What follows belongs to an exercise in optimizing a design on an open flow for small area, a short achievable clock period and few clock cycles per item; a production flow would make more cautious choices.
In this exercise RTL edits were held to simulation tests only and were not proved equivalent to the original.

==> flow/design.v <==
module DIV #(
    parameter W  = 16,       
    parameter SH = 2,        
    parameter FIRST = 1      
)(
    input  [W-1:0]   m,
    input            xo,     
    input            yo,     
    input  [W-1:0]   x,
    input  [W-1:0]   y,
    input  [2*W-1:0] u,
    input  [2*W-1:0] v,
    output [W-1:0]   xn,
    output [W-1:0]   yn,
    output [2*W-1:0] un,
    output [2*W-1:0] vn,
    output           xon     
);
    wire both = xo & yo;
    wire [W-1:0] bx = ~(y & {W{xo}});
    wire [W-1:0] by = ~(x & {W{FIRST ? both : 1'b1}});
    wire [W:0]   cx, cy;
    wire [W-1:0] dx, dy;
    assign cx[0] = 1'b1;
    assign cy[0] = 1'b1;
    genvar i;
    generate
        for (i = 0; i < W; i++) begin : sub
            assign dx[i]   = x[i] ^ bx[i] ^ cx[i];
            assign cx[i+1] = (x[i] & bx[i]) | (cx[i] & (x[i] ^ bx[i]));
            assign dy[i]   = y[i] ^ by[i] ^ cy[i];
            assign cy[i+1] = (y[i] & by[i]) | (cy[i] & (y[i] ^ by[i]));
        end
    endgenerate
    wire swap = xo & (~yo | ~cx[W]);
    wire [W-1:0]   d = swap ? dy : dx;       
    wire [2*W-1:0] w = swap ? v : u;         
    wire t = (SH > 1) && ~|(d & (m << 1));
    assign xn  = t ? d >> 2 : d >> 1;
    assign xon = (SH > 1) ? (~t | |(d & (m << 2))) : |(d & (m << 1));
    assign un = t ? w << 2 : w << 1;
    assign yn = swap ? x : y;
    wire [2*W-1:0] ua = u & {2*W{xo}};
    wire [2*W:0]   cs;
    assign cs[0] = 1'b0;
    generate
        for (i = 0; i < 2*W; i++) begin : add
            assign vn[i]    = v[i] ^ ua[i] ^ cs[i];
            assign cs[i+1] = (v[i] & ua[i]) | (cs[i] & (v[i] ^ ua[i]));
        end
    endgenerate
endmodule
module LCM #(
    parameter DATA_WIDTH = 16
)(
    input                       clk,
    input                       rst_n,
    input                       en,
    input  [DATA_WIDTH-1:0]     a,
    input  [DATA_WIDTH-1:0]     b,
    output                      valid,
    output [DATA_WIDTH*2-1:0]   gcd,
    output [DATA_WIDTH*2-1:0]   lcm
);
    localparam W  = DATA_WIDTH;
    localparam NS = 4;               
    reg en_q, busy, valid_r;
    reg [W-1:0]   x, y;
    reg [2*W-1:0] u, v;
    wire start = en & ~en_q;
    wire load  = ~busy | valid_r;
    wire [W-1:0] o = x | y;
    wire [W-1:0] m;
    wire [W:0]   seen;               
    assign seen[0] = 1'b0;
    genvar j;
    generate
        for (j = 0; j < W; j++) begin : low
            assign m[j]      = o[j] & ~seen[j];
            assign seen[j+1] = o[j] | seen[j];
        end
    endgenerate
    wire [W-1:0]   xs [NS+1];
    wire [W-1:0]   ys [NS+1];
    wire [2*W-1:0] us [NS+1];
    wire [2*W-1:0] vs [NS+1];
    wire           xos[NS+1];
    assign xs[0] = x;
    assign ys[0] = y;
    assign us[0] = u;
    assign vs[0] = v;
    assign xos[0] = |(x & m);
    genvar i;
    generate
        for (i = 0; i < NS; i++) begin : step
            DIV #(.W(W), .FIRST(i == 0)) u_step (
                .m (m),
                .xo(xos[i]),
                .yo(i == 0 ? |(y & m) : 1'b1),
                .x (xs[i]), .y (ys[i]), .u (us[i]), .v (vs[i]),
                .xn(xs[i+1]), .yn(ys[i+1]), .un(us[i+1]), .vn(vs[i+1]),
                .xon(xos[i+1])
            );
        end
    endgenerate
    always_ff @(posedge clk, negedge rst_n) begin
        if (!rst_n) begin
            en_q    <= 1'b0;
            busy    <= 1'b0;
            valid_r <= 1'b0;
        end else begin
            en_q    <= en;
            busy    <= start | (busy & ~valid_r);
            valid_r <= busy & ~valid_r & ~|xs[NS];
        end
    end
    always_ff @(posedge clk) begin
        if (load) begin
            x <= a;
            y <= b;
            u <= {{W{1'b0}}, b};
            v <= '0;
        end else begin
            x <= xs[NS];
            y <= ys[NS];
            u <= us[NS];
            v <= vs[NS];
        end
    end
    assign valid = valid_r;
    assign gcd   = {{W{1'b0}}, y};
    assign lcm   = v;
endmodule
clock: 240.0 ns
lec_check: 0
abc_area: 1
cap_margin: 0
core_margin: 2
core_utilization: 60
slew_margin: 0
standard.sh (not shown) runs the stock make flow with config.mk's settings and CLKGATE_MAP_FILE= SYNTH_SCRIPT=/design/flow/synth_recipe.tcl, a recipe that flattens the netlist after the stock synthesis.
==> flow/flow/run.sh <==
#!/bin/bash
# Own layout flow: the standard synthesis, then ABC maps the
# combinational logic again for area with a few scripts (registers and
# adder cells untouched) and keeps the smallest result, then the standard
# ORFS flow from floorplan to finish, with buf_1 port buffers.
# Each tool writes its full output to a log file here.
set -euo pipefail
HERE=$(pwd)
R=$HERE/orfs/results/$FLOW_PLATFORM/LCM/base
LIB=$FLOW_HOME/platforms/$FLOW_PLATFORM/lib/sky130_fd_sc_hd__tt_025C_1v80.lib

bash standard.sh synth > log_synth.txt 2>&1
cp "$R/1_2_yosys.v" "$HERE/std_synth.v"

# combinational cells as logic, for ABC to map again
python3 flow/genmap.py "$LIB" comb_map.v > log_genmap.txt 2>&1
DU=$(make -s -C "$FLOW_HOME" DESIGN_CONFIG="$HERE/config.mk" WORK_HOME="$HERE/orfs" print-DONT_USE_CELLS 2>/dev/null | sed -n 's/^DONT_USE_CELLS: //p')
DUARGS=""
for c in $DU; do DUARGS="$DUARGS -dont_use $c"; done

remap() {  # remap SCRIPT: writes remap_SCRIPT.v and remap_SCRIPT.area
  local s=$1
  cat > remap_$s.ys <<E2
read_liberty -lib $LIB
read_verilog $HERE/std_synth.v
hierarchy -top $FLOW_TOP
techmap -map $HERE/comb_map.v
techmap
opt -fast
abc -script $HERE/flow/$s.abc -liberty $LIB $DUARGS -D 240000
opt_clean -purge
hilomap -singleton -hicell sky130_fd_sc_hd__conb_1 HI -locell sky130_fd_sc_hd__conb_1 LO
splitnets
opt_clean -purge
tee -o $HERE/remap_$s.stat stat -liberty $LIB
check -assert -mapped
write_verilog -noattr -nohex -nodec $HERE/remap_$s.v
E2
  if yosys -s remap_$s.ys > log_remap_$s.txt 2>&1; then
    sed -n "s/.*Chip area for module '.$FLOW_TOP': *//p" remap_$s.stat > remap_$s.area
  fi
}
for s in a4 b1 b3 c4 c5; do remap $s & done
wait
best=""; besta=""
for s in a4 b1 b3 c4 c5; do
  [[ -s remap_$s.area ]] || continue
  a=$(cat remap_$s.area)
  if [[ -z "$best" ]] || awk -v a="$a" -v b="$besta" 'BEGIN{exit !(a<b)}'; then best=$s; besta=$a; fi
done
echo "best remap: $best $besta" | tee log_remap_choice.txt
if [[ -n "$best" ]]; then
  cp remap_$best.v "$R/1_2_yosys.v"
  touch "$R/1_2_yosys.v"
fi

export BUFFER_PORTS_ARGS="-buffer_cell sky130_fd_sc_hd__buf_1"
bash standard.sh finish > log_finish.txt 2>&1
Other scripts of this flow, unchanged in this note and not shown: flow/flow/a4.abc, flow/flow/b1.abc, flow/flow/b3.abc, flow/flow/c3.abc, flow/flow/c4.abc, flow/flow/c5.abc, flow/flow/genmap.py
The starting point completed without violations.
Testbench counts at the start, summed over its fixed seeds: cycles 7,949, items 1,600.
==> next run, changes <==
CAP_MARGIN = 5   (was 0)
SLEW_MARGIN = 5   (was 0)
Outcome: Non-clock buffer count increases by 1. Critical path depth is unchanged. Cell area stays flat. Synthesized cell count is unchanged.

-- static timing again, ports no longer ideal --
No port has a modelled driver above. Below, the same layouts with a new extraction and two added sets of constraints.
Step 1 assumes that a clkbuf_16 drives the clock port and a buf_2 every other input.
Step 2 also shifts input and output timing later by t, the mid clock arrival at the registers, as if the neighbouring blocks saw the same clock.
a / b / c = ideal / step 1 / step 2; a / b = the first two.
run	t (ns)	slack for setup (ns)	hold slack, ns	worst data-port slew with drivers (ns)
the first run	0.406	190.889 / 190.838 / 191.244	0.420 / 0.420 / 0.420	0.05
the second run	0.405	190.891 / 190.839 / 191.244	0.421 / 0.421 / 0.421	0.05
After both steps setup and hold are still met in every run listed.
